This design comes from an exercise in tuning for small area and a short achievable clock period on the open sky130 flow, not from production work.
In this exercise RTL edits were held to simulation tests only and were not proved equivalent to the original.
Power and IR drop assume default switching activity.

Design singlecycle, start of the top module:
module singlecycle (
  input  logic  clk, rst,
  input  logic [31:0] sw, btn,
  input  logic [31:0] instr,
  input  logic [31:0] dmem_rdata,
  output logic [8:0]  dmem_addr,
  output logic [31:0] dmem_wdata,
  output logic        dmem_we,
  output logic [31:0] hex0, hex1, hex2, hex3, hex4, hex5, hex6, hex7, ledr, ledg, lcd,
  output logic [31:0] pcdebug
);
==> module regfile, before the edit <==
module regfile (
  input  logic        clk, rst,
  input  logic [4:0]  addr1, addr2, waddr,
  input  logic [31:0] wdata,
  input  logic        regwen,
  output logic [31:0] reg1, reg2
);
  logic [31:0] rs [1:31];
  logic [31:1] vld;
  logic [31:1] we;
  always_comb
    for (int i = 1; i < 32; i++) we[i] = regwen & (waddr == 5'(i));
  always_ff @(posedge clk or negedge rst) begin
    if (~rst) vld <= '0;
    else vld <= vld | we;
  end
  always_ff @(posedge clk)
    for (int i = 1; i < 32; i++) if (we[i]) rs[i] <= wdata;
  function automatic logic [31:0] rdport(input logic [4:0] a,
                                         input logic [31:1] v,
                                         input logic [31:1][31:0] d);
    logic [3:0][31:0] g;
    for (int j = 0; j < 4; j++) begin
      g[j] = '0;
      for (int k = 0; k < 8; k++)
        if (8*j+k != 0) g[j] = g[j] | ({32{v[8*j+k] & (a[2:0] == 3'(k))}} & d[8*j+k]);
    end
    rdport = g[a[4:3]];
  endfunction
  logic [31:1][31:0] rsp;
  always_comb
    for (int i = 1; i < 32; i++) rsp[i] = rs[i];
  assign reg1 = rdport(addr1, vld, rsp);
  assign reg2 = rdport(addr2, vld, rsp);
endmodule
==> module singlecycle, before the edit <==
module singlecycle (
  input  logic  clk, rst,
  input  logic [31:0] sw, btn,
  input  logic [31:0] instr,
  input  logic [31:0] dmem_rdata,
  output logic [8:0]  dmem_addr,
  output logic [31:0] dmem_wdata,
  output logic        dmem_we,
  output logic [31:0] hex0, hex1, hex2, hex3, hex4, hex5, hex6, hex7, ledr, ledg, lcd,
  output logic [31:0] pcdebug
);
  logic        load, store, branch, jal, jalr, lui, auipc, opimm, op;
  logic        regwen, sub, unsgn, arith, bsel, lt, eq, taken;
  logic [2:0]  funct3;
  logic [31:0] pc, pc4, pcimm, reg1, reg2, imm_alu, imm_pc, b, res, ldata, wdata;
  logic [11:0] addr;
  assign funct3  = instr[14:12];
  assign pcdebug = pc;
  ctrlunit control_unit (
    .instr (instr),
    .load  (load),
    .store (store),
    .branch(branch),
    .jal   (jal),
    .jalr  (jalr),
    .lui   (lui),
    .auipc (auipc),
    .opimm (opimm),
    .op    (op),
    .regwen(regwen),
    .sub   (sub),
    .unsgn (unsgn),
    .arith (arith),
    .bsel  (bsel)
  );
  immgen imm_gen (
    .instr  (instr),
    .store  (store),
    .branch (branch),
    .jal    (jal),
    .imm_alu(imm_alu),
    .imm_pc (imm_pc)
  );
  regfile reg_file (
    .clk   (clk),
    .rst   (rst),
    .addr1 (instr[19:15]),
    .addr2 (instr[24:20]),
    .waddr (instr[11:7]),
    .wdata (wdata),
    .regwen(regwen),
    .reg1  (reg1),
    .reg2  (reg2)
  );
  assign b = bsel ? reg2 : imm_alu;
  alu alu (
    .a     (reg1),
    .b     (b),
    .sub   (sub),
    .unsgn (unsgn),
    .arith (arith),
    .funct3((op | opimm) ? funct3 : 3'b000),
    .res   (res),
    .lt    (lt),
    .eq    (eq)
  );
  brcmp branch_comp (
    .funct3(funct3),
    .lt    (lt),
    .eq    (eq),
    .taken (taken)
  );
  assign pc4   = pc + 32'd4;
  assign pcimm = pc + imm_pc;
  assign addr  = reg1[11:0] + imm_alu[11:0];
  lsu lsu (
    .clk  (clk),
    .rst  (rst),
    .addr (addr),
    .sdata(reg2),
    .store(store),
    .sw   (sw),
    .btn  (btn),
    .dmem_rdata(dmem_rdata),
    .dmem_addr (dmem_addr),
    .dmem_wdata(dmem_wdata),
    .dmem_we   (dmem_we),
    .rwsel(funct3),
    .ldata(ldata),
    .hex0 (hex0),
    .hex1 (hex1),
    .hex2 (hex2),
    .hex3 (hex3),
    .hex4 (hex4),
    .hex5 (hex5),
    .hex6 (hex6),
    .hex7 (hex7),
    .ledr (ledr),
    .ledg (ledg),
    .lcd  (lcd)
  );
  always_comb begin
    if (load)             wdata = ldata;
    else if (jal | jalr)  wdata = pc4;
    else if (lui)         wdata = imm_pc;
    else if (auipc)       wdata = pcimm;
    else                  wdata = res;
  end
  always_ff @(posedge clk or negedge rst) begin
    if (~rst)                    pc <= 32'd0;
    else if (jal | (branch & taken)) pc <= pcimm;
    else if (jalr)               pc <= res;
    else                         pc <= pc4;
  end
endmodule
export LEC_CHECK = 0
export CAP_MARGIN = 20
export CORE_MARGIN = 2
export CORE_UTILIZATION = 45
export CTS_BUF_LIST = sky130_fd_sc_hd__clkbuf_4
export PLACE_DENSITY = 0.6
export SETUP_SLACK_MARGIN = 5
export SLEW_MARGIN = 20
export SYNTH_HIERARCHICAL = 1
export SYNTH_MINIMUM_KEEP_SIZE = 3000
create_clock -name core_clock -period 14.0 [get_ports {clk}]
standard.sh (not shown) runs the stock make flow with config.mk's settings and CLKGATE_MAP_FILE= SYNTH_SCRIPT=/design/flow/synth_recipe.tcl, a recipe that flattens the netlist after the stock synthesis.
==> flow/flow/run.sh <==
#!/bin/bash
# The standard layout (the standard.sh, all ORFS steps unchanged) with one
# difference: the buffers that buffer_ports puts on every input and output
# port are buf_1 cells (resized later by repair where timing needs it)
# instead of the default clkdlybuf4s50_1 delay cells.
set -euo pipefail
bash standard.sh 'BUFFER_PORTS_ARGS=-buffer_cell sky130_fd_sc_hd__buf_1' finish > standard.log 2>&1
The starting point ran to the end with no violations.
Next try:
--- a/flow/design.v
+++ b/flow/design.v
@@ -125,13 +125,15 @@
 endmodule
 module regfile (
   input  logic        clk, rst,
   input  logic [4:0]  addr1, addr2, waddr,
   input  logic [31:0] wdata,
   input  logic        regwen,
-  output logic [31:0] reg1, reg2
+  output logic [31:0] reg1, reg2,
+  input  logic [11:0] offs,         
+  output logic [11:0] addr          
 );
   logic [31:0] rs [1:31];
   logic [31:1] vld;
   logic [31:1] we;
   always_comb
     for (int i = 1; i < 32; i++) we[i] = regwen & (waddr == 5'(i));
@@ -154,12 +156,13 @@
   endfunction
   logic [31:1][31:0] rsp;
   always_comb
     for (int i = 1; i < 32; i++) rsp[i] = rs[i];
   assign reg1 = rdport(addr1, vld, rsp);
   assign reg2 = rdport(addr2, vld, rsp);
+  assign addr = reg1[11:0] + offs;
 endmodule
 module lsu (
   input  logic        clk,
   input  logic        rst,
   input  logic [11:0] addr,
   input  logic [31:0] sdata,
@@ -272,13 +275,15 @@
     .addr1 (instr[19:15]),
     .addr2 (instr[24:20]),
     .waddr (instr[11:7]),
     .wdata (wdata),
     .regwen(regwen),
     .reg1  (reg1),
-    .reg2  (reg2)
+    .reg2  (reg2),
+    .offs  (imm_alu[11:0]),
+    .addr  (addr)
   );
   assign b = bsel ? reg2 : imm_alu;
   alu alu (
     .a     (reg1),
     .b     (b),
     .sub   (sub),
@@ -294,13 +299,12 @@
     .lt    (lt),
     .eq    (eq),
     .taken (taken)
   );
   assign pc4   = pc + 32'd4;
   assign pcimm = pc + imm_pc;
-  assign addr  = reg1[11:0] + imm_alu[11:0];
   lsu lsu (
     .clk  (clk),
     .rst  (rst),
     .addr (addr),
     .sdata(reg2),
     .store(store),
The new run completed without violations.
Final area fell by 1.4%.
Sequential cell count does not change.
Power fell by 0.81%.
Critical path depth rose by 4.
Fmax rose by 1.2%.
Wire length fell by 7.0%.

separate check: timing with driven ports:
The flow's constraints put no driver on any port. The routed layouts listed below were extracted and timed again, unchanged, in two steps.
Step 1 (the two cells are an assumption about what drives the block):
set clk [get_ports {clk}]
set_driving_cell -lib_cell sky130_fd_sc_hd__clkbuf_16 $clk
set_driving_cell -lib_cell sky130_fd_sc_hd__buf_2 [delete_from_list [all_inputs] $clk]
Step 2 times the ports against the registers' clock, not the clock port: input delays grow and output delays shrink by t, the midpoint of the rising clock arrivals with the driver on.
a / b / c = no drivers / after step 1 / after step 2; a / b = the first two.
run	t, ns	setup slack, ns	hold slack, ns
the first run	1.502	4.437 / 4.104 / 3.371	0.496 / 0.496 / 0.496
the second run	1.424	4.547 / 4.351 / 3.414	0.492 / 0.492 / 0.492
After both steps setup and hold are still met in every run listed. For the second run, which loses most, drivers alone change the setup slack by -0.196 ns; drivers and shift together by -1.133 ns.
